Background: an optimization exercise with open tools, aiming at small area, a short achievable clock period and few clock cycles. Do not read the settings as production practice. At most, simulation tests tie the RTL to the original design; equivalence was not proved.

Design fundamental_milestone, start of the top module:
module fundamental_milestone (
		input logic Clock_50,
		input logic Resetn,
		input logic m1_enable,
		input logic [15:0] SRAM_read_data,
		output logic [15:0] SRAM_write_data,
		output logic SRAM_we_n,
		output logic [17:0] SRAM_address,
		output logic m1_disable
		);
logic        running;
logic [3:0]  ph;         
logic [1:0]  warm;       
logic [6:0]  col;        
logic        wr_en;
assign wr_en = (warm == 2'd3);
logic [16:0] up;
logic [16:0] ya;       
logic [17:0] wp;
logic [17:0] inc;
logic [7:0]  us0, us1, us2, us3, us4, us5, us6;    
logic [7:0]  vs0, vs1, vs2, vs3, vs4, vs5, vs6;    
logic [15:0] ybuf;
logic        u_en, u_ld, v_en, v_ld;    
logic [9:0]  fv;                
logic [7:0]  px_y;
logic [9:0]  px_u, px_v;        
logic [10:0] r_a, r_b, g_a, g_b, b_a, b_b;
logic        r_c, g_c, b_c;
logic [8:0]  p1, p2, p3;        
logic [7:0]  hold;
wire ya_0 = up[1] ^ 1'b1;
wire ya_1 = up[1] & 1'b1;
wire ya_2 = up[2] ^ 1'b1;
wire ya_3 = up[2] & 1'b1;
wire ya_4 = up[3] ^ 1'b1;
wire ya_5 = up[3] & 1'b1;
wire ya_6 = up[4] ^ 1'b1;
wire ya_7 = up[4] & 1'b1;
wire ya_8 = up[5] ^ 1'b1;
wire ya_9 = up[5] & 1'b1;
wire ya_10 = up[6] ^ 1'b1;
wire ya_11 = up[6] & 1'b1;
wire ya_12 = up[7] ^ 1'b1;
wire ya_13 = up[7] & 1'b1;
wire ya_14 = up[8] ^ 1'b1;
wire ya_15 = up[8] & 1'b1;
wire ya_16 = up[11] ^ 1'b1;
wire ya_17 = up[11] & 1'b1;
wire ya_18 = up[13] ^ 1'b1;
wire ya_19 = up[13] & 1'b1;
wire ya_20 = up[14] ^ 1'b1;
wire ya_21 = up[14] & 1'b1;
wire ya_22 = up[16] ^ 1'b1;
wire ya_23 = up[16] & 1'b1;
wire ya_24 = ya_3 | (ya_2 & ya_1);
wire ya_25 = ya_2 & ya_0;
wire ya_26 = ya_7 | (ya_6 & ya_5);
wire ya_27 = ya_6 & ya_4;
wire ya_28 = ya_11 | (ya_10 & ya_9);
wire ya_29 = ya_10 & ya_8;
wire ya_30 = ya_15 | (ya_14 & ya_13);
wire ya_31 = ya_14 & ya_12;
wire ya_32 = up[10] & up[9];
wire ya_33 = up[12] & ya_17;
wire ya_34 = up[12] & ya_16;
wire ya_35 = ya_21 | (ya_20 & ya_19);
wire ya_36 = ya_20 & ya_18;
wire ya_37 = ya_22 & up[15];
wire ya_38 = ya_9 | (ya_8 & ya_26);
wire ya_39 = ya_8 & ya_27;
wire ya_40 = ya_28 | (ya_29 & ya_26);
wire ya_41 = ya_29 & ya_27;
wire ya_42 = up[9] & ya_30;
wire ya_43 = up[9] & ya_31;
  ...
Size in the first run: roughly 1900 cells after synthesis, about 360 flip-flops, about 55 I/O pins.
export LEC_CHECK = 0
export CAP_MARGIN = 20
export CORE_MARGIN = 2
export CORE_UTILIZATION = 40
export CTS_CLUSTER_DIAMETER = 70
export CTS_CLUSTER_SIZE = 36
export PLACE_DENSITY = 0.6
export SLEW_MARGIN = 20
export SYNTH_HIERARCHICAL = 1
export SYNTH_MINIMUM_KEEP_SIZE = 0
export SETUP_SLACK_MARGIN = 11.8
create_clock -name core_clock -period 16.0 [get_ports {Clock_50}]
standard.sh (not shown) runs the stock make flow with config.mk's settings and CLKGATE_MAP_FILE= SYNTH_SCRIPT=/design/flow/synth_recipe.tcl, a recipe that flattens the netlist after the stock synthesis.
==> flow/flow/run.sh <==
#!/bin/bash
set -euo pipefail
cat >> config.mk <<'EOC'
export SETUP_SLACK_MARGIN = 11.8
EOC
bash standard.sh > standard.log 2>&1
==> next run, changes <==
--- a/flow/design.v
+++ b/flow/design.v
@@ -81,24 +81,26 @@
 		input logic [15:0] SRAM_read_data,
 		output logic [15:0] SRAM_write_data,
 		output logic SRAM_we_n,
 		output logic [17:0] SRAM_address,
 		output logic m1_disable
 		);
 logic        running;
 logic [3:0]  ph;         
 logic [1:0]  warm;       
 logic [6:0]  col;        
 logic        wr_en;
 assign wr_en = (warm == 2'd3);
+logic        we;         
+assign SRAM_we_n = ~we;
 logic [16:0] up;
 logic [16:0] ya;       
 logic [17:0] wp;
 logic [17:0] inc;
 logic [7:0]  us0, us1, us2, us3, us4, us5, us6;    
 logic [7:0]  vs0, vs1, vs2, vs3, vs4, vs5, vs6;    
 logic [15:0] ybuf;
 logic        u_en, u_ld, v_en, v_ld;    
 logic [9:0]  fv;                
 logic [7:0]  px_y;
 logic [9:0]  px_u, px_v;        
 logic [10:0] r_a, r_b, g_a, g_b, b_a, b_b;
@@ -1556,35 +1558,35 @@
 		col <= 7'd77;
 	end else begin
 		ph <= (ph == 4'd9) ? 4'd0 : ph + 4'd1;
 		if (ph == 4'd9) begin
 			if (!wr_en) warm <= warm + 2'd1;
 			col <= (col == 7'd79) ? 7'd0 : col + 7'd1;
 		end
 	end
 end
 always_ff @(posedge Clock_50 or negedge Resetn) begin
 	if (!Resetn) begin
 		running <= 1'b0;
-		SRAM_we_n <= 1'b1;
+		we <= 1'b0;
 		m1_disable <= 1'b0;
 	end else begin
 		m1_disable <= 1'b0;
 		if (!running) begin
-			SRAM_we_n <= 1'b1;
+			we <= 1'b0;
 			if (m1_enable) running <= 1'b1;
 		end else begin
 			case (ph)
-				4'd1, 4'd2, 4'd3, 4'd6, 4'd7, 4'd8: SRAM_we_n <= ~wr_en;
-				default: SRAM_we_n <= 1'b1;
+				4'd1, 4'd2, 4'd3, 4'd6, 4'd7, 4'd8: we <= wr_en;
+				default: we <= 1'b0;
 			endcase
 			if (ph == 4'd8 && wr_en && SRAM_address == 18'h3FFFE) begin
 				m1_disable <= 1'b1;
 				running <= 1'b0;
 			end
 		end
 	end
 end
 always_ff @(posedge Clock_50) begin
 	if (!running) begin
 		up <= 17'd38400;
 		wp <= 18'd146944;
What happened: The new run completed with no timing, DRC or antenna violations. Design area hardly moves. Die area barely changes. Cell count climbs slightly. Hold slack stays flat. Wire length climbs by a few percent. First-iteration DRC count drops slightly.
Testbench counts after the change, summed over its fixed seeds: cycles 1,536,200.
For the first run of this note, only the layout was checked, not whether the RTL still works.

fundamental_milestone with an RTL version that a note above also has.
Size in the first run: about 360 flip-flops, ~55 I/O pins, roughly 0.023 sq mm of cells after synthesis.
## fundamental_milestone
module fundamental_milestone (
		input logic Clock_50,
		input logic Resetn,
		input logic m1_enable,
		input logic [15:0] SRAM_read_data,
		output logic [15:0] SRAM_write_data,
		output logic SRAM_we_n,
		output logic [17:0] SRAM_address,
		output logic m1_disable
		);
logic        running;
logic [3:0]  ph;         
logic [1:0]  warm;       
logic [6:0]  col;        
logic        wr_en;
assign wr_en = (warm == 2'd3);
logic        we;         
assign SRAM_we_n = ~we;
logic [16:0] up;
logic [16:0] ya;       
logic [17:0] wp;
logic [17:0] inc;
logic [7:0]  us0, us1, us2, us3, us4, us5, us6;    
logic [7:0]  vs0, vs1, vs2, vs3, vs4, vs5, vs6;    
logic [15:0] ybuf;
logic        u_en, u_ld, v_en, v_ld;    
logic [9:0]  fv;                
logic [7:0]  px_y;
logic [9:0]  px_u, px_v;        
logic [10:0] r_a, r_b, g_a, g_b, b_a, b_b;
logic        r_c, g_c, b_c;
logic [8:0]  p1, p2, p3;        
  ...
clock: 16.0 ns
lec_check: 0
cap_margin: 20
core_margin: 2
core_utilization: 50
cts_cluster_diameter: 70
cts_cluster_size: 36
place_density: 0.65
slew_margin: 20
synth_hierarchical: 1
synth_minimum_keep_size: 0
setup_slack_margin: 11.8
Scripts as last shown in full above: flow/flow/run.sh
Testbench counts at the start, summed over its fixed seeds: cycles 1,536,200.
Change:
--- a/flow/design.v
+++ b/flow/design.v
@@ -1621,20 +1621,21 @@
 	if (ph == 4'd2 || ph == 4'd8) fv <= fout;
 	case (ph)
 		4'd9, 4'd4: begin px_y <= ybuf[15:8]; px_u <= {2'b00, us2}; px_v <= {2'b00, vs1}; end
 		4'd0, 4'd5: begin px_y <= ybuf[7:0];  px_u <= fout;          px_v <= fv; end
 		default:    begin px_y <= ybuf[7:0];                          px_v <= fv; end
 	endcase
 	r_a <= r_a_d; r_b <= r_b_d; r_c <= r_c_d;
 	g_a <= g_a_d; g_b <= g_b_d; g_c <= g_c_d;
 	b_a <= b_a_d; b_b <= b_b_d; b_c <= b_c_d;
+	hold <= q_b;
 	case (ph)
-		4'd1, 4'd6: begin SRAM_write_data <= {q_r, q_g}; hold <= q_b; end
+		4'd1, 4'd6: SRAM_write_data <= {q_r, q_g};
 		4'd2, 4'd7: SRAM_write_data <= {hold, q_r};
 		default:    SRAM_write_data <= {q_g, q_b};    
 	endcase
 end
 endmodule
 module m1_fa (input logic a, input logic b, input logic c, output logic s, output logic co);
 assign s = a ^ b ^ c;
 assign co = (a & b) | (a & c) | (b & c);
 endmodule
What happened: The new run finished clean; synthesized cell count increases by 1.9%; die area goes up by 1.2%; critical path depth came out higher by 11; routed wire length is higher by 5.1%; first-iteration DRC count grows by 3.6%; final area is higher by 1.3%; final cell count grows by 1.5%.
Testbench counts after the change, summed over its fixed seeds: cycles 1,536,200.

[separate check: timing with driven ports]
The results above use ideal ports. As a check the final layouts listed here were re-extracted and re-timed, cells and wires unchanged. Step 1 assumes that a clkbuf_16 drives the clock port and a buf_2 every other input. Step 2 moves the port delays by t, midway between the first and last clock arrival at a register: inputs arrive t later, outputs are due t later. That takes back most of the time a late clock gives input paths. Three values: ideal ports, drivers, drivers and shift; two values: the first two.
run	t (ns)	slack for setup (ns)	worst hold slack (ns)
the first run of note 1	0.633	11.605 / 11.547 / 11.776	0.449 / 0.449 / 0.449
the second run of note 1	0.643	11.728 / 11.667 / 11.737	0.447 / 0.447 / 0.447
the first run of note 2	0.623	11.705 / 11.650 / 11.743	0.452 / 0.452 / 0.452
the second run of note 2	0.621	11.676 / 11.660 / 11.676	0.451 / 0.451 / 0.451
After both steps every run listed still meets setup and hold.
